Context: an optimization exercise on an open-source flow, tuned for small area. The choices shown serve that exercise and are no tape-out recipe. Function was checked by simulation only, so behaviour that the tests miss may differ from the original. Power and IR drop assume default switching activity.

**design/flow/design.v**
```verilog
module hex_full(h, s);
    input [3:0] h;
    output [6:0] s;
    assign s[0] = (~h[3] & ~h[2] & ~h[1] & h[0]) | (~h[3] & h[2] & ~h[1] & ~h[0]) | (h[3] & ~h[2] & h[1] & h[0]) | (h[3] & h[2] & ~h[1] & h[0]);
    assign s[1] = (~h[3] & h[2] & ~h[1] & h[0]) | (h[3] & h[2] & ~h[0]) | (h[3] & h[1] & h[0]) | (h[2] & h[1] & ~h[0]);
    assign s[2] = (~h[3] & ~h[2] & h[1] & ~h[0]) | (h[3] & h[2] & h[1]) | (h[3] & h[2] & ~h[0]);
    assign s[3] = (~h[3] & h[2] & ~h[1] & ~h[0]) | (h[3] & ~h[2] & h[1] & ~h[0]) | (~h[2] & ~h[1] & h[0]) | (h[2] & h[1] & h[0]);
    assign s[4] = (~h[3] & h[2] & ~h[1]) | (~h[3] & h[0]) | (~h[2] & ~h[1] & h[0]);
    assign s[5] = (~h[3] & ~h[2] & h[1]) | (~h[3] & ~h[2] & h[0]) | (~h[3] & h[1] & h[0]) | (h[3] & h[2] & ~h[1] & h[0]);
    assign s[6] = (~h[3] & ~h[2] & ~h[1]) | (~h[3] & h[2] & h[1] & h[0]) | (h[3] & h[2] & ~h[1] & ~h[0]);
endmodule
module hex_dec(h, s);
    input [3:0] h;
    output [6:0] s;
    assign s[0] = (~h[3] & ~h[2] & ~h[1] & h[0]) | (h[2] & ~h[1] & ~h[0]);
    assign s[1] = (h[2] & ~h[1] & h[0]) | (h[2] & h[1] & ~h[0]);
    assign s[2] = (~h[2] & h[1] & ~h[0]);
    assign s[3] = (~h[2] & ~h[1] & h[0]) | (h[2] & ~h[1] & ~h[0]) | (h[2] & h[1] & h[0]);
    assign s[4] = (h[2] & ~h[1]) | (h[0]);
    assign s[5] = (~h[3] & ~h[2] & h[0]) | (~h[2] & h[1]) | (h[1] & h[0]);
    assign s[6] = (~h[3] & ~h[2] & ~h[1]) | (h[2] & h[1] & h[0]);
endmodule
module hex_tens(h, s);
    input [2:0] h;
    output [6:0] s;
    assign s[0] = (h[2]) | (~h[1] & h[0]);
    assign s[1] = 1'b0;
    assign s[2] = (h[1] & ~h[0]);
    assign s[3] = (h[2]) | (~h[1] & h[0]);
    assign s[4] = (h[2]) | (h[0]);
    assign s[5] = (h[1]) | (h[0]);
    assign s[6] = (~h[2] & ~h[1]);
endmodule
module Panorama(SW, KEY, CLOCK_50, LEDR, HEX0, HEX1, HEX2, HEX3, HEX4, HEX5, HEX6, HEX7, LEDG);
    input [17:0] SW;
    input [3:0] KEY;
    input CLOCK_50;
    output [17:0] LEDR;
    output [6:0] HEX0, HEX1, HEX2, HEX3, HEX4, HEX5, HEX6, HEX7;
    output [7:0] LEDG;
    wire clk = CLOCK_50;
    wire resetn = KEY[0];
    wire next = ~KEY[1];
    wire go = ~KEY[3];
    wire hint = SW[17];
    localparam S_WAIT_DEC = 4'd0, S_LD3 = 4'd1, S_LD2 = 4'd2, S_LD1 = 4'd3,
               S_LD0 = 4'd4, S_LDW = 4'd5, S_BWW = 4'd6, S_WB = 4'd7,
               S_WBC = 4'd8, S_WBCW = 4'd9, S_GO = 4'd10, S_GOW = 4'd11,
               S_GOWW = 4'd12, S_RW = 4'd13;
    localparam F_OFF = 2'd0, F_ON = 2'd1, F_CHECK = 2'd2;
    reg [3:0] st;
    reg [1:0] fst;
    reg [3:0] d3, d2, d1, d0;
    reg [2:0] tt;
    reg [3:0] to;
    reg [8:0] rr;
    reg [2:0] ftn;
    reg [9:0] uc;
    reg ft;
    reg timeranout;
    reg result;
    reg [4:0] sct;
    reg [3:0] sco;
    wire chk = (st == S_WB) || (st == S_WBC) || (st == S_WBCW);
    wire chk2 = (st == S_WBC);
    wire over = (st == S_GO);
    wire overwait = (st == S_GOW) || (st == S_GOWW);
    wire reset_digits = (st == S_RW);
    wire [10:0] p3;
    assign p3[0] = (d3[0]);
    assign p3[1] = (d3[1]);
    assign p3[2] = (~d3[2] & d3[0]) | (d3[2] & ~d3[0]);
    assign p3[3] = (~d3[3] & ~d3[2] & ~d3[1] & d3[0]) | (d3[3] & ~d3[0]) | (d3[2] & d3[1]) | (d3[1] & ~d3[0]);
    assign p3[4] = (~d3[3] & ~d3[2] & d3[0]) | (~d3[2] & d3[1]) | (d3[2] & ~d3[1]);
    assign p3[5] = (d3[3]) | (d3[2]) | (d3[1]) | (d3[0]);
    assign p3[6] = (d3[3]) | (d3[2]) | (d3[1]) | (d3[0]);
    assign p3[7] = (d3[3] & ~d3[0]) | (d3[2] & ~d3[0]) | (d3[1] & ~d3[0]);
    assign p3[8] = (d3[3] & ~d3[0]) | (d3[2] & ~d3[1] & ~d3[0]) | (d3[1] & d3[0]);
    assign p3[9] = (d3[3] & ~d3[0]) | (d3[2] & d3[1]) | (d3[2] & d3[0]);
    assign p3[10] = (d3[3] & d3[0]);
    wire [7:0] p2;
    assign p2[0] = (d2[0]);
    assign p2[1] = (d2[1]);
    assign p2[2] = (d2[2]);
    assign p2[3] = (~d2[3] & d2[0]) | (d2[3] & ~d2[0]);
    assign p2[4] = (~d2[3] & ~d2[1] & d2[0]) | (d2[1] & ~d2[0]);
    assign p2[5] = (d2[3] & d2[0]) | (~d2[2] & d2[1] & ~d2[0]) | (d2[2] & ~d2[1]) | (d2[2] & d2[0]);
    assign p2[6] = (d2[3]) | (~d2[2] & d2[1] & d2[0]) | (d2[2] & ~d2[1]);
    assign p2[7] = (d2[3]) | (d2[2] & d2[1]);
    wire [5:0] p1;
    assign p1[0] = (d1[0]);
    assign p1[1] = (d1[1]);
    assign p1[2] = (~d1[2] & d1[0]) | (d1[2] & ~d1[0]);
    assign p1[3] = (d1[3]) | (~d1[2] & d1[1]) | (d1[2] & ~d1[1] & d1[0]) | (d1[1] & ~d1[0]);
    assign p1[4] = (d1[2] & ~d1[1]) | (d1[2] & ~d1[0]);
    assign p1[5] = (d1[3]) | (d1[2] & d1[1] & d1[0]);
    wire ax1 = d0[3] ^ p1[2];
    wire ax2 = d0[3] & p1[2];
    wire ax3 = p1[3] ^ p2[2];
    wire ax4 = p1[3] & p2[2];
    wire ax5 = p1[4] ^ p2[3];
    wire ax6 = p1[4] & p2[3];
    wire ax7 = p1[5] ^ p2[4];
    wire ax8 = p1[5] & p2[4];
    wire ax9 = d0[2] ^ p1[1];
    wire ax10 = d0[2] & p1[1];
    wire ax11 = ax1 ^ p2[1] ^ p3[0];
    wire ax12 = (ax1 & p2[1]) | (ax1 & p3[0]) | (p2[1] & p3[0]);
    wire ax13 = ax2 ^ ax3 ^ p3[1];
    wire ax14 = (ax2 & ax3) | (ax2 & p3[1]) | (ax3 & p3[1]);
    wire ax15 = ax4 ^ ax5 ^ p3[2];
    wire ax16 = (ax4 & ax5) | (ax4 & p3[2]) | (ax5 & p3[2]);
    wire ax17 = ax6 ^ ax7 ^ p3[3];
    wire ax18 = (ax6 & ax7) | (ax6 & p3[3]) | (ax7 & p3[3]);
    wire ax19 = ax8 ^ p2[5] ^ p3[4];
    wire ax20 = (ax8 & p2[5]) | (ax8 & p3[4]) | (p2[5] & p3[4]);
    wire ax21 = p2[6] ^ p3[5];
    wire ax22 = p2[6] & p3[5];
    wire ax23 = p2[7] ^ p3[6];
    wire ax24 = p2[7] & p3[6];
    wire ax25 = d0[1] ^ p1[0];
    wire ax26 = d0[1] & p1[0];
    wire ax27 = ax9 ^ p2[0] ^ ax26;
    wire ax28 = (ax9 & p2[0]) | (ax9 & ax26) | (p2[0] & ax26);
    wire ax29 = ax10 ^ ax11 ^ ax28;
    wire ax30 = (ax10 & ax11) | (ax10 & ax28) | (ax11 & ax28);
    wire ax31 = ax12 ^ ax13 ^ ax30;
    wire ax32 = (ax12 & ax13) | (ax12 & ax30) | (ax13 & ax30);
    wire ax33 = ax14 ^ ax15 ^ ax32;
    wire ax34 = (ax14 & ax15) | (ax14 & ax32) | (ax15 & ax32);
    wire ax35 = ax16 ^ ax17 ^ ax34;
    wire ax36 = (ax16 & ax17) | (ax16 & ax34) | (ax17 & ax34);
    wire ax37 = ax18 ^ ax19 ^ ax36;
    wire ax38 = (ax18 & ax19) | (ax18 & ax36) | (ax19 & ax36);
    wire ax39 = ax20 ^ ax21 ^ ax38;
    wire ax40 = (ax20 & ax21) | (ax20 & ax38) | (ax21 & ax38);
    wire ax41 = ax22 ^ ax23 ^ ax40;
    wire ax42 = (ax22 & ax23) | (ax22 & ax40) | (ax23 & ax40);
    wire ax43 = ax24 ^ p3[7] ^ ax42;
    wire ax44 = (ax24 & p3[7]) | (ax24 & ax42) | (p3[7] & ax42);
    wire ax45 = p3[8] ^ ax44;
    wire ax46 = p3[8] & ax44;
    wire ax47 = p3[9] ^ ax46;
    wire ax48 = p3[9] & ax46;
    wire ax49 = p3[10] ^ ax48;
    wire [13:0] answer = {ax49, ax47, ax45, ax43, ax41, ax39, ax37, ax35, ax33, ax31, ax29, ax27, ax25, d0[0]};
    wire [13:0] diff = answer ^ SW[13:0];
    wire correct = (diff == 14'd0) && ~timeranout;
    wire endtime = (tt == 3'd0) && (to == 4'd0) && (rr == 9'd0);
    wire gameover = endtime || (correct && chk2);
    wire sub = chk2 && ~correct;
    wire [3:0] bin;
    assign bin[0] = SW[1] | SW[3] | SW[5] | SW[7] | SW[9];
    assign bin[1] = SW[2] | SW[3] | SW[6] | SW[7];
    assign bin[2] = SW[4] | SW[5] | SW[6] | SW[7];
    assign bin[3] = SW[8] | SW[9];
    reg any_sw, many_sw;
    integer i;
    always @(*) begin
        any_sw = 1'b0;
        many_sw = 1'b0;
        for (i = 0; i < 10; i = i + 1) begin
            many_sw = many_sw | (any_sw & SW[i]);
            any_sw = any_sw | SW[i];
        end
    end
    wire bin_ok = any_sw & ~many_sw;
    reg [3:0] st_n;
    always @(*) begin
        case (st)
            S_WAIT_DEC: st_n = next ? S_LD3 : (go ? S_BWW : S_WAIT_DEC);
            S_LD3: st_n = S_LD2;
            S_LD2: st_n = S_LD1;
            S_LD1: st_n = S_LD0;
            S_LD0: st_n = S_LDW;
            S_LDW: st_n = next ? S_LDW : S_WAIT_DEC;
            S_BWW: st_n = go ? S_BWW : S_WB;
            S_WB: st_n = gameover ? S_GO : (go ? S_WBC : S_WB);
            S_WBC: st_n = gameover ? S_GO : S_WBCW;
            S_WBCW: st_n = gameover ? S_GO : (go ? S_WBCW : S_WB);
            S_GO: st_n = S_GOW;
            S_GOW: st_n = go ? S_GOW : S_GOWW;
            S_GOWW: st_n = go ? S_RW : S_GOW;
            S_RW: st_n = go ? S_RW : S_WAIT_DEC;
            default: st_n = S_WAIT_DEC;
        endcase
    end
    always @(posedge clk)
        st <= resetn ? st_n : S_WAIT_DEC;
    always @(posedge clk) begin
        if (!resetn || reset_digits) begin
            d3 <= 4'd0;
            d2 <= 4'd0;
            d1 <= 4'd0;
            d0 <= 4'd0;
        end else if (bin_ok) begin
            if (st == S_LD3) d3 <= d2;
            if (st == S_LD2) d2 <= d1;
            if (st == S_LD1) d1 <= d0;
            if (st == S_LD0) d0 <= bin;
        end
    end
    localparam [8:0] RR_499 = 9'd388;
    wire [8:0] rr_step = {rr[7:0], ~(rr[8] ^ rr[4])};
    always @(posedge clk) begin
        if (!chk || endtime) begin
            tt <= 3'd4;
            to <= 4'd0;
            rr <= 9'd0;
        end else if (rr == 9'd0) begin
            rr <= RR_499;
            if (to == 4'd0) begin
                to <= 4'd9;
                tt <= tt - 3'd1;
            end else
                to <= to - 4'd1;
        end else
            rr <= rr_step;
        if (sub) begin
            if (tt == 3'd0 && to[3:1] == 3'd0) begin
                tt <= 3'd0;
                to <= 4'd0;
                rr <= 9'd0;
            end else if (to[3:1] == 3'd0) begin
                rr <= rr;
                to <= to + 4'd8;
                tt <= tt - 3'd1;
            end else begin
                rr <= rr;
                to <= to - 4'd2;
            end
        end
    end
    always @(posedge clk) begin
        if (endtime)
            timeranout <= 1'b1;
        else if (!resetn || reset_digits)
            timeranout <= 1'b0;
    end
    always @(posedge clk) begin
        if (!resetn) begin
            result <= 1'b0;
            sct <= 5'd0;
            sco <= 4'd0;
        end else if (over) begin
            result <= correct;
            if (!correct || (sct == 5'd25 && sco == 4'd5)) begin
                sct <= 5'd0;
                sco <= 4'd0;
            end else if (sco == 4'd9) begin
                sco <= 4'd0;
                sct <= sct + 5'd1;
            end else
                sco <= sco + 4'd1;
        end
    end
    localparam [9:0] UC_99 = 10'd761, UC_123 = 10'd687, UC_248 = 10'd343,
                     UC_498 = 10'd598, UC_998 = 10'd345;
    wire f_dur = (uc == UC_99);
    reg [9:0] uc_last;
    always @(*) begin
        case (ftn[1:0])
            2'd0: uc_last = UC_123;
            2'd1: uc_last = UC_248;
            2'd2: uc_last = UC_498;
            default: uc_last = UC_998;
        endcase
    end
    wire en = chk && !ftn[2];
    wire [2:0] ftn_n = !resetn ? 3'd3 : ((fst == F_CHECK) ? tt : ftn);
    wire fchg = (ftn_n != ftn);
    wire [9:0] uc_step = {uc[8:0], ~(uc[9] ^ uc[6])};
    always @(posedge clk) begin
        ftn <= ftn_n;
        ft <= en && (uc == uc_last);
        if (!en || fchg || ft)
            uc <= 10'd0;
        else
            uc <= uc_step;
    end
    always @(posedge clk) begin
        if (!resetn)
            fst <= F_OFF;
        else case (fst)
            F_OFF: fst <= ft ? F_ON : F_OFF;
            F_ON: fst <= f_dur ? F_CHECK : F_ON;
            default: fst <= F_OFF;
        endcase
    end
    wire lose = ~result && overwait;
    wire flash = (fst == F_ON) && chk;
    assign LEDG = {8{result && overwait}};
    assign LEDR[13:0] = {14{lose}} | ({14{hint && chk}} & diff) | {14{~hint && flash}};
    assign LEDR[17:14] = {4{lose || flash}};
    hex_dec H0(.h(d0), .s(HEX0));
    hex_dec H1(.h(d1), .s(HEX1));
    hex_dec H2(.h(d2), .s(HEX2));
    hex_dec H3(.h(d3), .s(HEX3));
    hex_dec H4(.h(to), .s(HEX4));
    hex_tens H5(.h(tt), .s(HEX5));
    hex_dec H6(.h(sco), .s(HEX6));
    hex_full H7(.h(sct[3:0]), .s(HEX7));
endmodule
```
**design/flow/constraint.sdc**
```tcl
create_clock -name core_clock -period 25.0 [get_ports {CLOCK_50}]
set_input_delay 5.0000 -clock core_clock [delete_from_list [all_inputs] [get_ports {CLOCK_50}]]
set_output_delay 5.0000 -clock core_clock [all_outputs]
set_load 0.01 [all_outputs]
```
**design/flow/flow/synth.tcl**
```tcl
# The standard synthesis (the same steps as synth_recipe.tcl) with two differences in the
# combinational logic only:
#  - Yosys's extract_fa is skipped, so adders stay plain gates that ABC can optimise freely;
#  - ABC maps the logic with flow/area.abc (area-oriented) instead of ORFS's speed script.
# Registers are mapped by the standard steps before ABC runs, so they are the standard
# synthesis's own (same names, count and cell types).
proc synth {args} { yosys synth -nofsm -noshare {*}$args }
proc extract_fa {args} { puts "extract_fa skipped" }
proc abc {args} {
  set i [lsearch -exact $args -script]
  if {$i >= 0} { set args [lreplace $args [expr {$i + 1}] [expr {$i + 1}] $::env(FLOW_ABC_SCRIPT)] }
  yosys abc {*}$args
}
source $::env(SCRIPTS_DIR)/synth.tcl
# left out here: clear keep_hierarchy, flatten, clean up, hide names made inside functions, write 1_2_yosys.v
```
**design/flow/flow/area.abc**
```
&get -n
&st
&deepsyn -T 30
&put
dch
amap
```
**design/flow/standard.sh**
```bash
#!/bin/bash
# synth_recipe.tcl (not shown) runs the flow's synth.tcl, then flattens the netlist and writes it again
# the make line also repeats each setting of config.mk as NAME=value (left out here)
make -C /OpenROAD-flow-scripts/flow DESIGN_CONFIG=/design/flow/config.mk WORK_HOME=/design/flow/orfs CLKGATE_MAP_FILE= SYNTH_SCRIPT=/design/flow/synth_recipe.tcl "${@:-finish}"
```
**design/flow/config.mk**
```make
export PLATFORM = sky130hd
export DESIGN_NAME = Panorama
export DESIGN_NICKNAME = Panorama
export VERILOG_FILES = /design/flow/design.v
export SDC_FILE = /design/flow/constraint.sdc
export NUM_CORES = 4
export LEC_CHECK = 0
export CAP_MARGIN = 20
export CORE_MARGIN = 2
export CORE_UTILIZATION = 60
export CTS_BUF_LIST = sky130_fd_sc_hd__clkbuf_2 sky130_fd_sc_hd__clkbuf_4 sky130_fd_sc_hd__clkbuf_8
export SLEW_MARGIN = 20
```
**design/flow/flow/run.sh**
```bash
#!/bin/bash
# The standard ORFS layout (standard.sh) with these changes:
#  - synthesis: adders are not extracted into adder cells and ABC maps the logic with an
#    area-oriented script (flow/synth.tcl, flow/area.abc); registers are unchanged;
#  - port buffers are the smallest buffer cell instead of the one buffer_ports picks;
#  - clock tree synthesis adds no dummy loads and uses small clock buffers.
# The output of the whole run goes to flow.log (ORFS keeps each step's log under orfs/logs).
set -euo pipefail
export FLOW_WORK="$PWD"
export FLOW_ABC_SCRIPT="$PWD/flow/area.abc"
export BUFFER_PORTS_ARGS="-buffer_cell sky130_fd_sc_hd__buf_1"
export CTS_ARGS="-sink_clustering_enable -repair_clock_nets -dont_use_dummy_load -sink_clustering_size 64 -sink_clustering_max_diameter 500 -buf_list {sky130_fd_sc_hd__clkbuf_16}"
bash standard.sh SYNTH_SCRIPT="$PWD/flow/synth.tcl" finish > flow.log 2>&1
```
==> flow_summary.ini, run 1 <==
[run_status]
status = finished clean

[global_routing]
grt_usage = 0.300
antenna_found_initial = 0
grt_pass1_wl_um = 18500
gr-total-overflow = 0
grt_start_max_net_pins = 16
grt_pass1_vias = 4305

[worst_setup_path]
startpoint_type = primary input
crit_fanout = 6
cpMaxStageDelayCell = a221oi_1
path_class = in -> out
end_kind = primary output
cp.arrival_ns = 6.20
worstRegToRegCells = 30
cpMostUsedCell = buf_1
critPathMaxStageDelay_ns = 0.27
path_buf_inv = 2
path_depth = 7
crit_path_cell_trace = buf_1 > nor3_1 > a221oi_1 > nor2_1 > a21oi_1 > o21ai_0 > buf_1
cp_top_family = compound AO/OA/AOI/OAI gates
critPathRequiredTime_ns = 20.00

[worst_hold_path]
holdPathStages = 2
hp-class = reg -> reg

[detailed_routing]
drt_iter0_markers = 180
routed_wl_um = 11300
routed_via_density = 5.62
vias = 4746
antenna_left = 0
drt_first_pass_iters = 5
drc = 0
wl_per_cell_um = 13.4

[timing]
setup_tns_ns = 0
finalSetupViolCount = 0
fin_skew_ns = 0.0133
max_freq_mhz = 89.3
final_max_slew_viol_count = 0
finalCritPeriodShare = 0.448
hold_viol = 0
rsz0062_at_grt = no
whs_ns = 0.438
period_needed_ns = 11.20
tightest_slew_ns = 1.02
slew-limit-headroom = 0.314

[synth]
synth_cells = 651
synth_edf_count = 13
synth_flop_cell = dfxtp_1
async_reset_ff_frac = 0
synth_top_area_frac = 0.237
syn-num-nets = 674
ys_seq_area_frac = 0.330
synth_cell_types = 39
synth_area_leader_cell = dfxtp_1
syn_avg_cell_area_um2 = 6.48
synth-seq-cells = 63
syn_area_um2 = 4220
synth_area_leaders = dfxtp_1, nor2_1, edfxtp_1, o21ai_0, clkinv_1
yosys_warnings = 1

[pwr]
ir_drop_v = 0.0000371
pwr_density_cell_nw_per_um2 = 57.0
p_total_w = 0.000277
leakagePower_nw = 1.71

[die]
die_w_um = 87.8
die_area_um2 = 7720
ioPinCount = 105
core.rowCount = 30
fp.dieH_um = 87.8
coreArea_um2 = 6790
start_util = 0.621

[placement]
portBuffers = 99
hpwl_um = 8740
place_congestion = 0.942

[clocking]
cts-htree-levels = 3
ctsRootBufferMaster = clkbuf_16
path_clk_slew_ns = 0.06
cts_tree = done
clkLatencyLatePin_ns = 0.33
cts.sinks = 63
cts.repair.resized = 0
cts_setup_buffers = 0
cts_buffer_depth = 2
cts_buffers = 9
cts-hold-fix-buffers = 0

[final_layout]
drive_gt1_frac = 0.0134
num_antenna_cells = 0
layout.nets = 773
syn_to_final_growth_pct = 15.0

[run]
maxCapViolCount = 0
[layout by cell type, fill, tap and decap left out, types with 7 or more instances in the layout]
master       n
clkinv_1    92
dfxtp_1     50
o21ai_0     72
nand2_1     71
nor2_1     142
or2_0       11
buf_1       99
edfxtp_1    13
a21oi_1     41
nand3_1      9
a22oi_1      7
clkbuf_16    9
nor2b_1      7
o22ai_1     31
nor3_1      30
a211oi_1     8
[sequential cells by signal, indices dropped and copies added (netlist names), 3 cells and up]
name	flops
uc	10
rr	9
sct	5
d0	4
d1	4
d2	4
d3	4
sco	4
st	4
to	4
ftn	3
tt	3
[synthesized netlist by cell type, drive strengths merged (2+ instances only)]
master     n
a2111oi    2
or2       11
clkinv    92
o22a       2
o32ai      6
a22oi      7
o211ai     2
a31o       2
and3       2
o22ai     31
a31oi      6
a211oi     8
o21ai     72
nand3      9
nor2b      7
buf       12
or3        2
nand2     71
nor2     142
nor4       6
nor3      30
dfxtp     50
o21a       5
o21bai     3
o32a       2
nand4      3
xor2       2
a21oi     41
edfxtp    13
[final timing paths]
path	start	endpoint	slack, ns
max	SW[3]	LEDR[3]	13.80
min	uc[7]$_SDFF_PP0_	uc[8]$_SDFF_PP0_	0.44
max reg2reg	d1[0]$_SDFFE_PP0P_	to[3]$_DFFE_PP_	18.35
min reg2reg	uc[7]$_SDFF_PP0_	uc[8]$_SDFF_PP0_	0.44
[through the flow]
stage	setup WS [ns]	std cells	utilization	instance area, um2
2_1_floorplan	14.11	651	-	4220
3_3_place_gp	13.83	835	0.681	4630
3_5_place_dp	13.82	835	0.681	4630
4_1_cts	13.82	844	0.714	4850
5_1_grt	13.70	844	0.714	4850
6_report	13.80	844	0.714	4850
[routing by layer]
| metal | up-vias | global-route usage | share of wire |
|---|---|---|---|
| met4 | 0 | 0.102 | 0.017 |
| met1 | 2113 | 0.357 | 0.42 |
| met2 | 166 | 0.543 | 0.50 |
| met5 | - | 0 | 0 |
| met3 | 18 | 0.0537 | 0.062 |
| li1 | 2449 | - | - |
[power by group]
group | switching, W | internal, W
clock | 0.0000407 | 0.0000629
combinational | 0.0000396 | 0.0000187
sequential | 0.00000563 | 0.000109
[kinds of logic after synthesis]
family	after synthesis	synth area share
and+or+nand+nor	286	0.287
DFF	63	0.330
xor gates and xnor gates	2	0.00415
buffers and inverters	104	0.103
other	1	0.000889
AOI/OAI and AO/OA	195	0.275
[final cells by class]
cell class	instances	area, um2
clock buffer	9	225
tap	96	120
inverter	92	345
sequential	63	1390
timing repair buffer	100	379
fill	608	1940
multi-input combinational	484	2390
[worst register-to-register path: cells and delay by family (launching register included)]
kind	cells	cell delay [ns]
AO/OA/AOI/OAI	13	3.01
AND/OR/NAND/NOR	13	1.98
buffers and inverters	4	0.97
flip-flops	1	0.46
==> inputs of run 2 (changes only) <==
--- a/design/flow/flow/run.sh
+++ b/design/flow/flow/run.sh
@@ -9,5 +9,5 @@
 export FLOW_WORK="$PWD"
 export FLOW_ABC_SCRIPT="$PWD/flow/area.abc"
 export BUFFER_PORTS_ARGS="-buffer_cell sky130_fd_sc_hd__buf_1"
-export CTS_ARGS="-sink_clustering_enable -repair_clock_nets -dont_use_dummy_load -sink_clustering_size 64 -sink_clustering_max_diameter 500 -buf_list {sky130_fd_sc_hd__clkbuf_16}"
+export CTS_ARGS="-sink_clustering_enable -repair_clock_nets -dont_use_dummy_load -sink_clustering_size 32 -sink_clustering_max_diameter 300 -buf_list {sky130_fd_sc_hd__clkbuf_8}"
 bash standard.sh SYNTH_SCRIPT="$PWD/flow/synth.tcl" finish > flow.log 2>&1
==> run 2 against run 1 <==
  * Cell area decreased by 2.1%
  * Synthesized area stayed put
  * Maximum frequency is essentially flat
==> flow_summary.ini, run 2 <==
[run_status]
status = finished clean

[synth]
syn-num-nets = 674
syn_area_um2 = 4220
yosys_warnings = 1
synthMuxAreaShare = 0
synth-simple-area-share = 0.287
yosysMostFrequentCell = nor2_1
synth_edf_count = 13
synth_cell_types = 39
synth_flop_cell = dfxtp_1
synth_area_leaders = dfxtp_1, nor2_1, edfxtp_1, o21ai_0, clkinv_1
synth_xor_area_frac = 0.00415
synth-seq-cells = 63
synth_cells = 651
syn_avg_cell_area_um2 = 6.48
synth_top_area_frac = 0.237
synthAdderAreaFrac = 0
async_reset_ff_frac = 0
synth_compound_area_frac = 0.275
synth_area_leader_cell = dfxtp_1
ys_seq_area_frac = 0.330
synthTopCellsByCount = nor2_1, clkinv_1, o21ai_0
synth_top_family_by_area = simple AND/OR/NAND/NOR gates

[global_routing]
gr-total-overflow = 0
grt_pass1_wl_um = 18300
antenna_found_initial = 0
grt_usage = 0.296
grt_pass1_vias = 4242
grt_start_max_net_pins = 16

[clocking]
cts-htree-levels = 3
cts.repair.resized = 0
cts_buffer_depth = 2
cts_buffers = 9
cts.sinks = 63
ctsRootBufferMaster = clkbuf_8
cts_tree = done
clkLatencyLatePin_ns = 0.34
path_clk_slew_ns = 0.07
cts-hold-fix-buffers = 0
cts_setup_buffers = 0

[worst_setup_path]
cpMaxStageDelayCell = a221oi_1
critPathLaunch = SW[3]
crit_path_cell_trace = buf_1 > nor3_1 > a221oi_1 > nor2_1 > a21oi_1 > o21ai_0 > buf_1
startpoint_type = primary input
r2r_start = d1[0]$_SDFFE_PP0P_
cp_top_family = compound AO/OA/AOI/OAI gates
worstRegToRegCells = 30
r2r-end = to[3]$_DFFE_PP_
critPathMaxStageDelay_ns = 0.27
regToRegSetupSlack_ns = 18.45
path_class = in -> out
crit_fanout = 6
critPathRequiredTime_ns = 20.00
cp.arrival_ns = 6.21
path_buf_inv = 2
end_kind = primary output
cpMostUsedCell = buf_1

[worst_hold_path]
hold_end = uc[8]$_SDFF_PP0_
holdPathStages = 2
hp-class = reg -> reg
hp-start = uc[7]$_SDFF_PP0_

[placement]
hpwl_um = 8740
portBuffers = 99
place_congestion = 0.942
dpl-instance-area_um2 = 4630

[die]
die_area_um2 = 7720
die_w_um = 87.8
core.rowCount = 30
coreArea_um2 = 6790
fp.dieH_um = 87.8
ioPinCount = 105
start_util = 0.621

[final_layout]
layout_commonest_cell = nor2_1
syn_to_final_growth_pct = 12.6
regMostFlops = uc
largest_reg_flops = 10
layout.nets = 773
final_cell_mix = nor2_1, buf_1, clkinv_1, o21ai_0, nand2_1
drive_gt1_frac = 0.0134
final_cell_area_um2 = 4750
top_regs = uc (10), rr (9), sct (5)
num_antenna_cells = 0

[timing]
tightest_slew_ns = 0.995
period_needed_ns = 11.21
max_freq_mhz = 89.2
slew-limit-headroom = 0.329
final_max_slew_viol_count = 0
rsz0062_at_grt = no
finalSetupViolCount = 0
setup_tns_ns = 0
finalCritPeriodShare = 0.448
fin_skew_ns = 0.0181
hold_viol = 0

[detailed_routing]
drt_iter0_markers = 171
wl_per_cell_um = 13.3
drt_first_pass_iters = 5
vias = 4768
drc = 0
antenna_left = 0
routed_via_density = 5.65
routed_wl_um = 11200

[run]
maxCapViolCount = 0

[pwr]
leakagePower_nw = 1.67
pwr_density_cell_nw_per_um2 = 50.8
ir_drop_v = 0.0000373
-- run 2: cell counts after synthesis --
Identical to the previous run, type by type.
-- run 2: metrics by stage --
| stage | power [W] | setup WS (ns) | utilization | cells | hold slack [ns] |
|---|---|---|---|---|---|
| final | 0.000241 | 13.79 | 0.699 | 844 | 0.439 |
| after global routing | 0.000253 | 13.70 | 0.699 | 844 | 0.459 |
| after CTS | 0.000241 | 13.82 | 0.699 | 844 | 0.443 |
| after detailed placement | 0.000173 | 13.82 | 0.681 | 835 | 0.432 |
| after global placement | 0.000172 | 13.83 | 0.681 | 835 | 0.429 |
| after floorplan | 0.000158 | 14.11 | - | 651 | 0.418 |
-- run 2: worst min-delay path, stage by stage, from the launching register on --
cell      delay, ns
dfxtp_1        0.31
clkinv_1       0.05
nor2_1         0.04
-- run 2: cell families (layout without fill, tap and decap cells) --
| group | Yosys count | after routing |
|---|---|---|
| simple gates | 286 | 286 |
| compound gates | 195 | 195 |
| buf+inv | 104 | 201 |
| flops | 63 | 63 |
| xor+xnor | 2 | 2 |
| other cells | 1 | 1 |
-- run 2: worst max path at each step --
stage	slack (ns)	cells past startpoint	endpoint
final	13.79	7	LEDR[3]
after global routing	13.70	8	LEDR[8]
after CTS	13.82	7	LEDR[3]
after detailed placement	13.82	7	LEDR[3]
after global placement	13.83	7	LEDR[3]
after floorplan	14.11	3	LEDR[0]
-- run 2: power breakdown --
part	leakage [nW]	switching [W]	internal, W
sequential	0.564	0.00000558	0.000109
clock	0.0647	0.0000365	0.0000321
combinational	1.04	0.0000394	0.0000187
total	1.67	0.0000814	0.000160
-- run 2: cell type report --
class	instances	area (um2)
multi-input cells	484	2390
fillers	629	2040
flip-flops and latches	63	1390
repair buffers	100	379
inverters	92	345
clock buffers	9	124
well taps	96	120
-- run 2: metal layers --
layer / vias to the layer above / wire length (um) / global-route usage
li1: 2455 / - / -
met2: 156 / 5520 / 0.528
met3: 25 / 617 / 0.0424
met4: 0 / 252 / 0.124
met5: - / 0 / 0
met1: 2132 / 4840 / 0.355
==> inputs of run 3 (changes only) <==
--- a/design/flow/flow/run.sh
+++ b/design/flow/flow/run.sh
@@ -9,5 +9,5 @@
 export FLOW_WORK="$PWD"
 export FLOW_ABC_SCRIPT="$PWD/flow/area.abc"
 export BUFFER_PORTS_ARGS="-buffer_cell sky130_fd_sc_hd__buf_1"
-export CTS_ARGS="-sink_clustering_enable -repair_clock_nets -dont_use_dummy_load -sink_clustering_size 32 -sink_clustering_max_diameter 300 -buf_list {sky130_fd_sc_hd__clkbuf_8}"
+export CTS_ARGS="-sink_clustering_enable -repair_clock_nets -dont_use_dummy_load -buf_list {sky130_fd_sc_hd__clkbuf_4}"
 bash standard.sh SYNTH_SCRIPT="$PWD/flow/synth.tcl" finish > flow.log 2>&1
==> run 3 against run 2 <==
  * Global-route usage hardly changed
  * Clock power down 25%
  * Still clean on timing, DRC and antenna
  * Highest routed layer unchanged
  * Via count about the same
  * Register-to-register slack worse by 0.02 ns
  * Sequential power barely moved
  * Sequential share of layout area up 0.35 points
  * Largest power group unchanged
  * Critical path type unchanged
  * Setup slack worse by 0.0076 ns
  * Combinational power about the same
  * First-iteration DRC count shrank 2.3%
  * Critical path depth unchanged
  * Clock skew up 0.011 ns
==> flow_summary.ini, run 3 <==
[worst_setup_path]
crit_path_cell_trace = buf_1 > nor3_1 > a221oi_1 > nor2_1 > a21oi_1 > o21ai_0 > buf_1
r2r_start = d1[0]$_SDFFE_PP0P_
crit_fanout = 6
critPathMaxStageDelay_ns = 0.27
cpMaxStageDelayCell = a221oi_1
end_kind = primary output
path_buf_inv = 2
critPathLaunch = SW[3]
cpMostUsedCell = buf_1
cp_top_family = compound AO/OA/AOI/OAI gates
critPathRequiredTime_ns = 20.00
path_class = in -> out
startpoint_type = primary input
cp.arrival_ns = 6.21

[final_layout]
num_antenna_cells = 0
top_regs = uc (10), rr (9), sct (5)
regMostFlops = uc
largest_reg_flops = 10
layout_commonest_cell = nor2_1
final_cell_area_um2 = 4690
syn_to_final_growth_pct = 11.3
final_cell_mix = nor2_1, buf_1, clkinv_1, o21ai_0, nand2_1
drive_gt1_frac = 0.0134
layout.nets = 773
fillers = 635

[pwr]
ir_drop_v = 0.0000336
swShare = 0.356
p_switching_w = 0.0000797
clkPwrFrac = 0.230
p_seq_frac = 0.511
pwr_density_cell_nw_per_um2 = 47.7
p_comb_frac = 0.258
leakagePower_nw = 1.64
p_int_w = 0.000144

[worst_hold_path]
hp-start = uc[7]$_SDFF_PP0_
hp-class = reg -> reg

[synth]
syn-num-nets = 674
ys_seq_area_frac = 0.330
synth_edf_count = 13
synth_cells = 651
yosys_warnings = 1
synth-seq-cells = 63
synthTopCellsByCount = nor2_1, clkinv_1, o21ai_0
synth_cell_types = 39
syn_avg_cell_area_um2 = 6.48
async_reset_ff_frac = 0
synth_flop_cell = dfxtp_1
synth_top_area_frac = 0.237
yosysMostFrequentCell = nor2_1
synth_area_leaders = dfxtp_1, nor2_1, edfxtp_1, o21ai_0, clkinv_1
syn_area_um2 = 4220
synth_area_leader_cell = dfxtp_1

[global_routing]
grt_pass1_vias = 4234
gr-total-overflow = 0
grt_start_max_net_pins = 16
grt_usage = 0.296
grt_pass1_wl_um = 18300
antenna_found_initial = 0

[clocking]
clkLatencyLatePin_ns = 0.42
ctsRootBufferMaster = clkbuf_4
cts-htree-levels = 3
cts_setup_buffers = 0
cts-hold-fix-buffers = 0
cts_buffers = 9
cts.repair.resized = 0
cts_tree = done
cts_buffer_depth = 2
cts.sinks = 63
path_clk_slew_ns = 0.11

[die]
core.rowCount = 30
coreArea_um2 = 6790
ioPinCount = 105
start_util = 0.621
fp.dieH_um = 87.8
die_w_um = 87.8
die_area_um2 = 7720

[detailed_routing]
drc = 0
routed_wl_um = 11200
wl_met1_um = 4750
wl_per_cell_um = 13.2
vias = 4769
wl_met3_um = 631
highest_layer = met4
antenna_left = 0
drt_first_pass_iters = 5
wl_met2_um = 5510
routed_via_density = 5.65
drt_iter0_markers = 167

[timing]
finalCritPeriodShare = 0.449
rsz0062_at_grt = no
hold_viol = 0
slew-limit-headroom = 0.325
setup_tns_ns = 0
tightest_slew_ns = 1.00
fin_skew_ns = 0.0296
period_needed_ns = 11.21
final_max_slew_viol_count = 0
finalSetupViolCount = 0
max_freq_mhz = 89.2

[placement]
hpwl_um = 8740
dpl-instance-area_um2 = 4630
place_congestion = 0.942
portBuffers = 99

[run_status]
status = finished clean

[run]
maxCapViolCount = 0
-- run 3: cell counts after synthesis --
Identical to the previous run, type by type.
-- run 3: cells by family after synthesis --
group | count (synthesis) | share of synthesized area
DFF | 63 | 0.330
AOI/OAI and AO/OA | 195 | 0.275
xor gates and xnor gates | 2 | 0.00415
other | 1 | 0.000889
and+or+nand+nor | 286 | 0.287
buffers and inverters | 104 | 0.103
-- run 3: worst paths after layout --
| kind | slack (ns) | depth (start not counted) | to |
|---|---|---|---|
| max reg2reg | 18.43 | 30 | to[3]$_DFFE_PP_ |
| min reg2reg | 0.44 | 2 | uc[8]$_SDFF_PP0_ |
| max | 13.79 | 7 | LEDR[3] |
| min | 0.44 | 2 | uc[8]$_SDFF_PP0_ |
-- run 3: through the flow --
step	hold WS, ns	instances	util	power, W	setup slack, ns
2_1_floorplan	0.418	651	-	0.000158	14.11
3_3_place_gp	0.429	835	0.681	0.000172	13.83
3_5_place_dp	0.432	835	0.681	0.000173	13.82
4_1_cts	0.449	844	0.691	0.000223	13.82
5_1_grt	0.465	844	0.691	0.000236	13.69
6_report	0.444	844	0.691	0.000224	13.79
-- run 3: area by class of cell --
| cell class | count | area [um2] | share of cell area |
|---|---|---|---|
| inverter | 92 | 345 | 0.0736 |
| tap | 96 | 120 | 0.0256 |
| sequential | 63 | 1390 | 0.296 |
| clock buffer | 9 | 67.6 | 0.0144 |
| timing repair buffer | 100 | 379 | 0.0808 |
| multi-input combinational | 484 | 2390 | 0.509 |
-- run 3: metal layers --
| metal | GRT usage | vias up |
|---|---|---|
| met4 | 0.119 | 0 |
| met1 | 0.355 | 2136 |
| met5 | 0 | - |
| met2 | 0.529 | 152 |
| met3 | 0.0434 | 27 |
| li1 | - | 2454 |
-- run 3: power groups by stage --
| stage | Combinational [W] | Clock, W | Sequential (W) |
|---|---|---|---|
| floorplan | 0.0000427 | 0 | 0.000115 |
| global placement | 0.0000557 | 0 | 0.000117 |
| detailed placement | 0.0000568 | 0 | 0.000117 |
| CTS | 0.0000572 | 0.0000511 | 0.000114 |
| global route | 0.0000651 | 0.0000554 | 0.000116 |
| finish | 0.0000579 | 0.0000516 | 0.000115 |
-- run 3: worst register-to-register path: cells and delay by family, from the launching register on --
family,cells,cell delay [ns]
AOI/OAI and AO/OA,13,2.97
buffers and inverters,4,0.94
DFF,1,0.48
and+or+nand+nor,13,1.95
==> inputs of run 4 (changes only) <==
--- a/design/flow/config.mk
+++ b/design/flow/config.mk
@@ -7,6 +7,6 @@
 export LEC_CHECK = 0
 export CAP_MARGIN = 20
 export CORE_MARGIN = 2
-export CORE_UTILIZATION = 60
+export CORE_UTILIZATION = 75
 export CTS_BUF_LIST = sky130_fd_sc_hd__clkbuf_2 sky130_fd_sc_hd__clkbuf_4 sky130_fd_sc_hd__clkbuf_8
 export SLEW_MARGIN = 20
==> run 4 against run 3 <==
  * Via count is 4.2% higher
  * Setup slack worse by 0.021 ns
  * Global-route usage is 8.1 points higher
  * Count of clock-buffer cells in the layout stayed put
  * Sequential share of layout area is 0.34 points higher
  * Synthesized area is 0.39% lower
  * Power is 10% lower
  * Clock skew is 0.0021 ns lower
  * Core utilization is 16 points higher
  * Sequential power is 4% lower
  * Highest routed layer unchanged
==> flow_summary.ini, run 4 <==
[run_status]
status = finished clean

[worst_setup_path]
end_kind = primary output
path_buf_inv = 3
path_class = in -> out
cp_top_family = compound AO/OA/AOI/OAI gates
critPathRequiredTime_ns = 20.00
cp.arrival_ns = 6.24
crit_path_cell_trace = buf_1 > clkinv_1 > o22ai_1 > nor2_1 > a21oi_1 > o21a_1 > buf_1
startpoint_type = primary input
crit_fanout = 4
cpMostUsedCell = buf_1
critPathMaxStageDelay_ns = 0.34
cpMaxStageDelayCell = a21oi_1

[synth]
synth_area_leaders = dfxtp_1, nor2_1, edfxtp_1, clkinv_1, a21oi_1
synth_flop_cell = dfxtp_1
syn-num-nets = 662
synth_area_leader_cell = dfxtp_1
synth_cells = 639
ys_seq_area_frac = 0.331
async_reset_ff_frac = 0
synth_cell_types = 44
syn_avg_cell_area_um2 = 6.58
synthTopCellsByCount = nor2_1, clkinv_1, a21oi_1
synth_top_area_frac = 0.238
synth_edf_count = 13
yosys_warnings = 1
syn_area_um2 = 4200
synth-seq-cells = 63
yosysMostFrequentCell = nor2_1

[final_layout]
layout_commonest_cell = nor2_1
final_core_util = 0.848
finalNonFillerCells = 807
top_regs = uc (10), rr (9), sct (5)
layout.nets = 760
drive_gt1_frac = 0.0122
final_cell_area_um2 = 4640
num_antenna_cells = 0
final_cell_mix = nor2_1, buf_1, clkinv_1, a21oi_1, nand2_1
syn_to_final_growth_pct = 10.5
regMostFlops = uc
largest_reg_flops = 10

[timing]
period_needed_ns = 11.24
finalCritPeriodShare = 0.449
rsz0062_at_grt = no
slew-limit-headroom = 0.412
hold_viol = 0
max_freq_mhz = 89.0
final_max_slew_viol_count = 0
tightest_slew_ns = 0.875
finalSetupViolCount = 0
setup_tns_ns = 0
fin_skew_ns = 0.0274

[clocking]
cts_buffers = 9
cts-htree-levels = 3
ctsRootBufferMaster = clkbuf_4
cts-hold-fix-buffers = 0
cts.repair.resized = 0
path_clk_slew_ns = 0.09
clkLatencyLatePin_ns = 0.43
cts_setup_buffers = 0
cts.sinks = 63
cts_tree = done
cts_buffer_depth = 2

[global_routing]
grt_start_max_net_pins = 15
grt_pass1_vias = 4405
grt_pass1_wl_um = 18900
grt_usage = 0.376
gr-total-overflow = 0
antenna_found_initial = 0

[placement]
dp_cells = 798
place_congestion = 0.956
dpl-instance-area_um2 = 4570
portBuffers = 99
hpwl_um = 8660

[pwr]
pwr_density_cell_nw_per_um2 = 43.5
leakagePower_nw = 1.63
ir_drop_v = 0.0000440

[detailed_routing]
drt_iter0_markers = 543
wl_met1_um = 4310
highest_layer = met4
wl_met2_um = 5520
antenna_left = 0
drt_first_pass_iters = 7
routed_wl_um = 11400
wl_per_cell_um = 14.1
vias = 4970
drc = 0
routed_via_density = 6.16
wl_met3_um = 1010

[die]
die_area_um2 = 6220
fp.dieH_um = 78.8
start_util = 0.768
coreArea_um2 = 5470
ioPinCount = 105
die_w_um = 78.8
core.rowCount = 27

[run]
maxCapViolCount = 0

[worst_hold_path]
hp-class = reg -> reg
## run 4: changes by cell type after synthesis, sizes merged, moves of 5 or more
cell   delta
o21a     +12
nor2     +14
a21oi    +15
nand2    -20
a31oi     +6
o22ai     -5
o21ai    -24
## run 4: worst reg2reg max path, delay by kind of cell, from the launching register on
kind | cells | cell delay (ns)
buf+inv | 4 | 0.82
compound gates | 9 | 2.12
simple gates | 14 | 3.02
flops | 1 | 0.47
## run 4: final timing paths
kind | start | end | slack [ns] | cells after the start
worst max-delay path | SW[1] | LEDR[1] | 13.76 | 7
worst min-delay path | uc[7]$_SDFF_PP0_ | uc[8]$_SDFF_PP0_ | 0.46 | 2
worst max register to register | d0[1]$_SDFFE_PP0P_ | rr[3]$_SDFFCE_PP0N_ | 18.41 | 27
worst min register to register | uc[7]$_SDFF_PP0_ | uc[8]$_SDFF_PP0_ | 0.46 | 2
## run 4: through the flow
stage	hold WS, ns	power (W)	setup slack [ns]
after floorplan	0.418	0.000141	14.18
after global placement	0.430	0.000151	13.89
after detailed placement	0.445	0.000152	13.81
after CTS	0.464	0.000199	13.81
after global routing	0.487	0.000209	13.66
final	0.460	0.000202	13.76
## run 4: area by class of cell
class	instances	area, um2
Clock buffer	9	67.6
Fill cell	374	832
Inverter	90	338
Multi-Input combinational cell	474	2380
Sequential cell	63	1390
Tap cell	72	90.1
Timing Repair Buffer	99	372
## run 4: per-layer routing
metal | vias up | global-route usage
li1 | 2409 | -
met3 | 62 | 0.0716
met5 | - | 0
met1 | 2185 | 0.437
met4 | 0 | 0.217
met2 | 314 | 0.649
## run 4: report_power, final
| part | total [W] | leakage (nW) | switching, W | internal [W] |
|---|---|---|---|---|
| registers | 0.000110 | 0.565 | 0.00000383 | 0.000106 |
| logic | 0.0000415 | 1.03 | 0.0000283 | 0.0000132 |
| clock network | 0.0000499 | 0.0414 | 0.0000333 | 0.0000167 |
## run 4: cell families (layout without fill, tap and decap cells)
kind of cell / after synthesis / in the layout / share of synthesized area
flip-flops: 63 / 63 / 0.331
AO/OA/AOI/OAI: 194 / 194 / 0.279
XOR/XNOR: 5 / 5 / 0.0104
buffers and inverters: 102 / 198 / 0.102
AND/OR/NAND/NOR: 274 / 274 / 0.277
other: 1 / 1 / 0.000893
==> inputs of run 5 (changes only) <==
--- a/design/flow/flow/run.sh
+++ b/design/flow/flow/run.sh
@@ -9,5 +9,5 @@
 export FLOW_WORK="$PWD"
 export FLOW_ABC_SCRIPT="$PWD/flow/area.abc"
 export BUFFER_PORTS_ARGS="-buffer_cell sky130_fd_sc_hd__buf_1"
-export CTS_ARGS="-sink_clustering_enable -repair_clock_nets -dont_use_dummy_load -buf_list {sky130_fd_sc_hd__clkbuf_4}"
+export CTS_ARGS="-sink_clustering_enable -repair_clock_nets -dont_use_dummy_load -sink_buffer_max_cap_derate 0.6 -buf_list {sky130_fd_sc_hd__clkbuf_4}"
 bash standard.sh SYNTH_SCRIPT="$PWD/flow/synth.tcl" finish > flow.log 2>&1
--- a/design/flow/config.mk
+++ b/design/flow/config.mk
@@ -7,6 +7,6 @@
 export LEC_CHECK = 0
 export CAP_MARGIN = 20
 export CORE_MARGIN = 2
-export CORE_UTILIZATION = 75
+export CORE_UTILIZATION = 60
 export CTS_BUF_LIST = sky130_fd_sc_hd__clkbuf_2 sky130_fd_sc_hd__clkbuf_4 sky130_fd_sc_hd__clkbuf_8
 export SLEW_MARGIN = 20
==> run 5 against run 4 <==
  * Count of clock-buffer cells in the layout is the same
  * Worst hold slack lost 0.0047 ns
  * Clock skew shrank 0.0039 ns
  * Die area grew 24%
  * Critical path type unchanged
  * Highest routed layer unchanged
==> flow_summary.ini, run 5 <==
[run_status]
status = finished clean

[detailed_routing]
vias = 4713
drt_first_pass_iters = 5
antenna_left = 0
drt_iter0_markers = 387
wl_per_cell_um = 13.4
routed_via_density = 5.67
routed_wl_um = 11100
drc = 0

[global_routing]
met2_usage = 0.481
grt_usage = 0.287
antenna_found_initial = 0
grt_pass1_wl_um = 17500
grt_pass1_vias = 4049
use_met1 = 0.349
grt-busiest-layer = met2
use_met3 = 0.0500
grt_start_max_net_pins = 15
gr-total-overflow = 0

[clocking]
cts.sinks = 63
cts_setup_buffers = 0
cts_buffer_depth = 2
cts.repair.resized = 0
clkLatencyLatePin_ns = 0.41
ctsRootBufferMaster = clkbuf_4
path_clk_slew_ns = 0.11
cts-htree-levels = 3
cts-hold-fix-buffers = 0
cts_tree = done
cts_buffers = 9

[placement]
hpwl_um = 8700
place_congestion = 0.979
portBuffers = 99

[synth]
synth_area_leaders = dfxtp_1, nor2_1, edfxtp_1, clkinv_1, a21oi_1
synth_cells = 639
synthTopCellsByCount = nor2_1, clkinv_1, a21oi_1
synth_top_area_frac = 0.238
synth_flop_cell = dfxtp_1
syn-num-nets = 662
synth_area_leader_cell = dfxtp_1
syn_area_um2 = 4200
async_reset_ff_frac = 0
synth-seq-cells = 63
ys_seq_area_frac = 0.331
syn_avg_cell_area_um2 = 6.58
synth_cell_types = 44
yosysMostFrequentCell = nor2_1
synth_edf_count = 13
yosys_warnings = 1

[pwr]
clkPwrFrac = 0.251
p_seq_frac = 0.546
ir_drop_v = 0.0000296
swShare = 0.326
leakagePower_nw = 1.63
p_comb_frac = 0.203
p_switching_w = 0.0000658
pwr_density_cell_nw_per_um2 = 43.3
p_total_w = 0.000202
p_int_w = 0.000136

[timing]
slew-limit-headroom = 0.450
finalCritPeriodShare = 0.447
rsz0062_at_grt = no
setup_tns_ns = 0
hold_viol = 0
finalSetupViolCount = 0
period_needed_ns = 11.17
fin_skew_ns = 0.0235
max_freq_mhz = 89.5
tightest_slew_ns = 0.817
final_max_slew_viol_count = 0
whs_ns = 0.455

[die]
start_util = 0.618
coreArea_um2 = 6790
die_w_um = 87.7
die_area_um2 = 7690
core.rowCount = 30
ioPinCount = 105
fp.dieH_um = 87.7

[final_layout]
layout.nets = 760
top_regs = uc (10), rr (9), sct (5)
layout_commonest_cell = nor2_1
num_antenna_cells = 0
drive_gt1_frac = 0.0122
final_cell_mix = nor2_1, buf_1, clkinv_1, a21oi_1, nand2_1
final_core_util = 0.687
fillers = 590
syn_to_final_growth_pct = 11.2
largest_reg_flops = 10
regMostFlops = uc

[worst_setup_path]
crit_fanout = 14
cpMostUsedCell = buf_1
critPathMaxStageDelay_ns = 0.55
cp_top_family = simple AND/OR/NAND/NOR gates
critPathRequiredTime_ns = 20.00
path_class = in -> out
cpMaxStageDelayCell = or2_0
startpoint_type = primary input
end_kind = primary output
cp.arrival_ns = 6.17
crit_path_cell_trace = buf_1 > nor2b_1 > or2_0 > o21a_1 > buf_1
path_buf_inv = 2

[run]
maxCapViolCount = 0

[worst_hold_path]
hp-class = reg -> reg
==> run 5: cell counts in the layout (fill, tap and decap cells not counted) <==
No cell type changed its count.
==> run 5: power groups by stage <==
stage	logic, W	registers [W]	clock network, W
after floorplan	0.0000297	0.000112	0
after global placement	0.0000399	0.000113	0
after detailed placement	0.0000402	0.000112	0
after CTS	0.0000404	0.000110	0.0000510
after global routing	0.0000460	0.000111	0.0000561
final	0.0000411	0.000110	0.0000508
==> run 5: worst paths after layout <==
path / startpoint / to / slack (ns) / depth (start not counted)
worst max-delay path: SW[17] / LEDR[7] / 13.83 / 5
worst min-delay path: uc[1]$_SDFF_PP0_ / uc[2]$_SDFF_PP0_ / 0.46 / 2
worst max register to register: d1[0]$_SDFFE_PP0P_ / to[3]$_DFFE_PP_ / 18.68 / 28
worst min register to register: uc[1]$_SDFF_PP0_ / uc[2]$_SDFF_PP0_ / 0.46 / 2
==> run 5: kinds of logic after synthesis <==
family                    count (synthesis)  share of synthesized area
buffers and inverters                   102                      0.102
AOI/OAI and AO/OA                       194                      0.279
DFF                                      63                      0.331
and+or+nand+nor                         274                      0.277
xor gates and xnor gates                  5                     0.0104
other                                     1                   0.000893
==> run 5: worst reg2reg max path, delay by kind of cell (launching register included) <==
| family | cells | cell delay, ns |
|---|---|---|
| buffers and inverters | 5 | 0.92 |
| DFF | 1 | 0.42 |
| AOI/OAI and AO/OA | 10 | 2.09 |
| and+or+nand+nor | 13 | 2.59 |
==> run 5: per-layer routing <==
metal  part of all wire  routed length (um)  vias to the layer above
li1                   -                   -                     2418
met1               0.43                4720                     2056
met2               0.47                5250                      195
met3              0.062                 689                       44
met4              0.039                 435                        0
met5                  0                   0                        -
==> run 5: stage by stage <==
stage               setup slack (ns)  area [um2]  instances
floorplan                      14.18        4200        639
global placement               13.90        4600        822
detailed placement             13.84        4600        822
CTS                            13.83        4670        831
global route                   13.70        4670        831
finish                         13.83        4670        831
==> run 5: layout make-up <==
class / count / area (um2) / share of cell area
inverter: 90 / 338 / 0.0723
tap: 96 / 120 / 0.0257
sequential: 63 / 1390 / 0.298
timing repair buffer: 99 / 372 / 0.0796
multi-input combinational: 474 / 2380 / 0.510
clock buffer: 9 / 67.6 / 0.0145
==> inputs of run 6 (changes only) <==
--- a/design/flow/flow/run.sh
+++ b/design/flow/flow/run.sh
@@ -9,5 +9,5 @@
 export FLOW_WORK="$PWD"
 export FLOW_ABC_SCRIPT="$PWD/flow/area.abc"
 export BUFFER_PORTS_ARGS="-buffer_cell sky130_fd_sc_hd__buf_1"
-export CTS_ARGS="-sink_clustering_enable -repair_clock_nets -dont_use_dummy_load -sink_buffer_max_cap_derate 0.6 -buf_list {sky130_fd_sc_hd__clkbuf_4}"
+export CTS_ARGS="-sink_clustering_enable -repair_clock_nets -dont_use_dummy_load -sink_buffer_max_cap_derate 0.3 -buf_list {sky130_fd_sc_hd__clkbuf_4}"
 bash standard.sh SYNTH_SCRIPT="$PWD/flow/synth.tcl" finish > flow.log 2>&1
==> run 6 against run 5 <==
  * Still clean on timing, DRC and antenna
  * Non-clock buffer count stayed put
  * Clock skew stayed put
  * Cell area unchanged
  * Critical path depth is the same
  * Register-to-register slack about the same
  * Largest power group unchanged
==> flow_summary.ini, run 6 <==
[worst_hold_path]
hold_end = uc[2]$_SDFF_PP0_
hp-start = uc[1]$_SDFF_PP0_
hp-class = reg -> reg
holdPathStages = 2

[pwr]
p_seq_frac = 0.546
p_total_w = 0.000202
clkPwrFrac = 0.251
leakagePower_nw = 1.63
pwr_density_cell_nw_per_um2 = 43.3
p_comb_frac = 0.203
p_int_w = 0.000136
p_switching_w = 0.0000658
ir_drop_v = 0.0000296
swShare = 0.326

[synth]
ys_seq_area_frac = 0.331
async_reset_ff_frac = 0
yosys_warnings = 1
synth_flop_cell = dfxtp_1
synth-seq-cells = 63
synth_cells = 639
syn-num-nets = 662
synth_edf_count = 13
synth_area_leader_cell = dfxtp_1
synth_top_area_frac = 0.238
yosysMostFrequentCell = nor2_1
syn_avg_cell_area_um2 = 6.58
synth_area_leaders = dfxtp_1, nor2_1, edfxtp_1, clkinv_1, a21oi_1
syn_area_um2 = 4200
synth_cell_types = 44
synthTopCellsByCount = nor2_1, clkinv_1, a21oi_1

[clocking]
cts.sinks = 63
cts_tree = done
cts-hold-fix-buffers = 0
cts_buffer_depth = 2
clkLatencyLatePin_ns = 0.41
cts_setup_buffers = 0
cts-htree-levels = 3
path_clk_slew_ns = 0.11
ctsRootBufferMaster = clkbuf_4
cts_buffers = 9
cts.repair.resized = 0

[worst_setup_path]
r2r_start = d1[0]$_SDFFE_PP0P_
regToRegSetupSlack_ns = 18.68
critPathRequiredTime_ns = 20.00
end_kind = primary output
cp.arrival_ns = 6.17
crit_fanout = 14
path_class = in -> out
r2r-end = to[3]$_DFFE_PP_
worstRegToRegCells = 28
startpoint_type = primary input

[timing]
finalCritPeriodShare = 0.447
hold_viol = 0
max_freq_mhz = 89.5
finalSetupViolCount = 0
setup_tns_ns = 0
slew-limit-headroom = 0.450
period_needed_ns = 11.17
whs_ns = 0.455
tightest_slew_ns = 0.817
rsz0062_at_grt = no
fin_skew_ns = 0.0235
final_max_slew_viol_count = 0

[detailed_routing]
wl_per_cell_um = 13.4
vias = 4713
routed_via_density = 5.67
drt_first_pass_iters = 5
antenna_left = 0
drt_iter0_markers = 387
routed_wl_um = 11100
drc = 0

[die]
ioPinCount = 105
coreArea_um2 = 6790
core.rowCount = 30
die_area_um2 = 7690
fp.dieH_um = 87.7
start_util = 0.618
die_w_um = 87.7

[final_layout]
layout.nets = 760
regMostFlops = uc
top_regs = uc (10), rr (9), sct (5)
final_cell_area_um2 = 4670
drive_gt1_frac = 0.0122
layout_commonest_cell = nor2_1
fillers = 590
syn_to_final_growth_pct = 11.2
num_antenna_cells = 0
final_cell_mix = nor2_1, buf_1, clkinv_1, a21oi_1, nand2_1
largest_reg_flops = 10

[placement]
dpl-instance-area_um2 = 4600
place_congestion = 0.979
hpwl_um = 8700
portBuffers = 99

[global_routing]
antenna_found_initial = 0
grt_start_max_net_pins = 15
grt_pass1_wl_um = 17500
gr-total-overflow = 0
grt_usage = 0.287
grt_pass1_vias = 4049

[run_status]
status = finished clean

[run]
maxCapViolCount = 0
run 6: cell counts in the layout (fill, tap and decap cells not counted):
No cell type changed its count.
run 6: per-layer routing:
layer,track usage,part of all wire
met5,0,0
met4,0.157,0.039
met3,0.0500,0.062
met2,0.481,0.47
met1,0.349,0.43
run 6: logic make-up (layout without fill, tap and decap cells):
family          count (synthesis)  after routing  synth area share
xor+xnor                        5              5            0.0104
flops                          63             63             0.331
other cells                     1              1          0.000893
compound gates                194            194             0.279
simple gates                  274            274             0.277
buf+inv                       102            198             0.102
run 6: critical path, stage by stage:
cell     delay [ns]
buf_1          0.06
nor2b_1        0.15
or2_0          0.55
o21a_1         0.25
buf_1          0.16
run 6: final cells by class:
class	instances	area, um2	area share
timing repair buffer	99	372	0.0796
tap	96	120	0.0257
clock buffer	9	67.6	0.0145
multi-input combinational	474	2380	0.510
inverter	90	338	0.0723
sequential	63	1390	0.298
run 6: worst max path at each step:
stage                     endpoint  slack, ns    from
after global routing       LEDR[9]      13.70  SW[17]
after detailed placement   LEDR[7]      13.84  SW[17]
after floorplan            LEDR[0]      14.18  SW[17]
after CTS                  LEDR[7]      13.83  SW[17]
final                      LEDR[7]      13.83  SW[17]
after global placement    LEDR[11]      13.90  SW[11]
run 6: through the flow:
| stage | setup WS [ns] | utilization | std cells |
|---|---|---|---|
| after floorplan | 14.18 | - | 639 |
| after global placement | 13.90 | 0.678 | 822 |
| after detailed placement | 13.84 | 0.678 | 822 |
| after CTS | 13.83 | 0.687 | 831 |
| after global routing | 13.70 | 0.687 | 831 |
| final | 13.83 | 0.687 | 831 |
run 6: power by group through the flow:
stage	Combinational, W	Clock [W]	Sequential (W)
after floorplan	0.0000297	0	0.000112
after global placement	0.0000399	0	0.000113
after detailed placement	0.0000402	0	0.000112
after CTS	0.0000404	0.0000510	0.000110
after global routing	0.0000460	0.0000561	0.000111
final	0.0000411	0.0000508	0.000110
==> inputs of run 7 (changes only) <==
--- a/design/flow/flow/run.sh
+++ b/design/flow/flow/run.sh
@@ -9,5 +9,5 @@
 export FLOW_WORK="$PWD"
 export FLOW_ABC_SCRIPT="$PWD/flow/area.abc"
 export BUFFER_PORTS_ARGS="-buffer_cell sky130_fd_sc_hd__buf_1"
-export CTS_ARGS="-sink_clustering_enable -repair_clock_nets -dont_use_dummy_load -sink_buffer_max_cap_derate 0.3 -buf_list {sky130_fd_sc_hd__clkbuf_4}"
+export CTS_ARGS="-sink_clustering_enable -repair_clock_nets -dont_use_dummy_load -root_buf sky130_fd_sc_hd__clkbuf_8 -buf_list {sky130_fd_sc_hd__clkbuf_4}"
 bash standard.sh SYNTH_SCRIPT="$PWD/flow/synth.tcl" finish > flow.log 2>&1
==> run 7 against run 6 <==
  * Sequential power hardly changed
  * Routed wire length grew 0.45%
  * Via count is 0.64% higher
  * Non-clock buffer count stayed put
  * Flip-flop and latch count unchanged
  * Sequential share of layout area shrank 0.35 points
  * Cell area increased by 1.2%
  * Synthesized cell count is the same
  * Critical endpoint unchanged
  * Highest routed layer unchanged
==> flow_summary.ini, run 7 <==
[synth]
syn_avg_cell_area_um2 = 6.58
async_reset_ff_frac = 0
synth_flop_cell = dfxtp_1
synth-seq-cells = 63
yosysMostFrequentCell = nor2_1
syn-num-nets = 662
ys_seq_area_frac = 0.331
synth_edf_count = 13
synthTopCellsByCount = nor2_1, clkinv_1, a21oi_1
synth_top_area_frac = 0.238
synth_area_leader_cell = dfxtp_1
synth_cells = 639
synth_cell_types = 44
synth_area_leaders = dfxtp_1, nor2_1, edfxtp_1, clkinv_1, a21oi_1
syn_area_um2 = 4200
yosys_warnings = 1

[worst_setup_path]
end_kind = primary output
cp.arrival_ns = 6.19
critPathRequiredTime_ns = 20.00
worstRegToRegCells = 29
r2r_start = d1[0]$_SDFFE_PP0P_
startpoint_type = primary input
regToRegSetupSlack_ns = 18.73
crit_fanout = 14
path_class = in -> out
r2r-end = rr[6]$_SDFFCE_PP0N_

[final_layout]
largest_reg_flops = 10
syn_to_final_growth_pct = 12.5
final_core_util = 0.696
regMostFlops = uc
layout.nets = 760
drive_gt1_frac = 0.0122
num_antenna_cells = 0
final-seq-area_um2 = 1390
multiInputGateArea_um2 = 2380
layout_commonest_cell = nor2_1
fillers = 585
top_regs = uc (10), rr (9), sct (5)
final_cell_mix = nor2_1, buf_1, clkinv_1, a21oi_1, nand2_1

[detailed_routing]
vias = 4743
drc = 0
antenna_left = 0
drt_first_pass_iters = 5
drt_iter0_markers = 286
wl_met1_um = 4730
highest_layer = met4
routed_via_density = 5.71
wl_per_cell_um = 13.4
wl_met3_um = 679
routed_wl_um = 11100
wl_met2_um = 5290

[clocking]
path_clk_slew_ns = 0.08
cts.sinks = 63
cts-hold-fix-buffers = 0
cts_buffers = 9
cts-htree-levels = 3
cts.repair.resized = 0
cts_tree = done
ctsRootBufferMaster = clkbuf_8
cts_buffer_depth = 2
cts_setup_buffers = 0
clkLatencyLatePin_ns = 0.34

[timing]
whs_ns = 0.454
finalSetupViolCount = 0
hold_viol = 0
slew-limit-headroom = 0.428
final_max_slew_viol_count = 0
max_freq_mhz = 89.4
period_needed_ns = 11.19
tightest_slew_ns = 0.850
fin_skew_ns = 0.0154
finalCritPeriodShare = 0.447
rsz0062_at_grt = no
setup_ws_ns = 13.81
setup_tns_ns = 0

[pwr]
leakagePower_nw = 1.66
pwr_density_cell_nw_per_um2 = 46.4
ir_drop_v = 0.0000347

[run]
maxCapViolCount = 0

[worst_hold_path]
hold_end = uc[6]$_SDFF_PP0_
holdPathStages = 2
hp-class = reg -> reg
hp-start = uc[5]$_SDFF_PP0_

[die]
ioPinCount = 105
core.rowCount = 30
start_util = 0.618
die_area_um2 = 7690
coreArea_um2 = 6790
fp.dieH_um = 87.7
die_w_um = 87.7

[global_routing]
grt_pass1_wl_um = 17500
grt_usage = 0.288
antenna_found_initial = 0
grt_start_max_net_pins = 15
gr-total-overflow = 0
grt_pass1_vias = 4017

[placement]
hpwl_um = 8700
portBuffers = 99
place_congestion = 0.979
post-place-ws_ns = 13.84

[run_status]
status = finished clean
run 7: cell counts after synthesis:
Identical to the previous run, type by type.
run 7: routing by layer:
| layer | vias to the layer above | global-route usage |
|---|---|---|
| li1 | 2414 | - |
| met1 | 2082 | 0.347 |
| met2 | 199 | 0.489 |
| met3 | 48 | 0.0481 |
| met4 | 0 | 0.155 |
| met5 | - | 0 |
run 7: worst max path at each step:
| stage | startpoint | endpoint | slack, ns | depth (start not counted) |
|---|---|---|---|---|
| after global placement | SW[11] | LEDR[11] | 13.90 | 6 |
| after detailed placement | SW[17] | LEDR[7] | 13.84 | 5 |
| after global routing | SW[17] | LEDR[9] | 13.70 | 5 |
| after floorplan | SW[17] | LEDR[0] | 14.18 | 3 |
| final | SW[17] | LEDR[7] | 13.81 | 5 |
| after CTS | SW[17] | LEDR[7] | 13.83 | 5 |
run 7: cell families (layout without fill, tap and decap cells):
kind of cell / after synthesis / after routing / share of synthesized area
AO/OA/AOI/OAI: 194 / 194 / 0.279
XOR/XNOR: 5 / 5 / 0.0104
buffers and inverters: 102 / 198 / 0.102
flip-flops: 63 / 63 / 0.331
other: 1 / 1 / 0.000893
AND/OR/NAND/NOR: 274 / 274 / 0.277
run 7: cell type report:
class,count,share of cell area
Tap cell,96,0.0254
Multi-Input combinational cell,474,0.504
Timing Repair Buffer,99,0.0786
Sequential cell,63,0.294
Inverter,90,0.0715
Clock buffer,9,0.0262
run 7: stage by stage:
| stage | cell area [um2] | std cells | power (W) |
|---|---|---|---|
| after global placement | 4600 | 822 | 0.000152 |
| after global routing | 4730 | 831 | 0.000230 |
| after floorplan | 4200 | 639 | 0.000141 |
| after detailed placement | 4600 | 822 | 0.000153 |
| final | 4730 | 831 | 0.000219 |
| after CTS | 4730 | 831 | 0.000220 |
run 7: worst max-delay path, stage by stage:
cell     delay, ns
buf_1         0.06
nor2b_1       0.15
or2_0         0.57
o21a_1        0.24
buf_1         0.16
run 7: power breakdown:
group | internal (W) | switching, W
sequential | 0.000107 | 0.00000385
clock | 0.0000321 | 0.0000358
combinational | 0.0000132 | 0.0000279

## what the ideal ports hide
In the flow no input, the clock included, has a driving cell. The finished layouts below were timed again as built, in two steps.
Step 1 assumes that a clkbuf_16 drives the clock port and a buf_2 every other input.
Step 2 adds t to the input delays and takes it off the output delays; t is the mean of the earliest and latest rising clock arrival at the registers after step 1. Input paths then give back, and output paths get back, about the clock's delay inside the block.
Three values: no drivers, after step 1, after step 2; two values: the first two.
run	shift t [ns]	slack for setup (ns)	latest minus earliest clock arrival (ns)
run 1	0.358	13.801 / 13.778 / 13.778	0.014 / 0.015
run 2	0.364	13.793 / 13.770 / 13.770	0.018 / 0.018
run 3	0.435	13.785 / 13.762 / 13.762	0.031 / 0.031
run 4	0.440	13.764 / 13.739 / 13.739	0.027 / 0.028
run 5	0.430	13.827 / 13.795 / 13.795	0.024 / 0.024
run 6	0.430	13.827 / 13.795 / 13.795	0.024 / 0.024
run 7	0.368	13.813 / 13.780 / 13.780	0.015 / 0.015
After both steps every run listed still meets setup and hold. For run 7, which loses most, drivers alone change the setup slack by -0.033 ns; drivers and shift together by -0.033 ns.
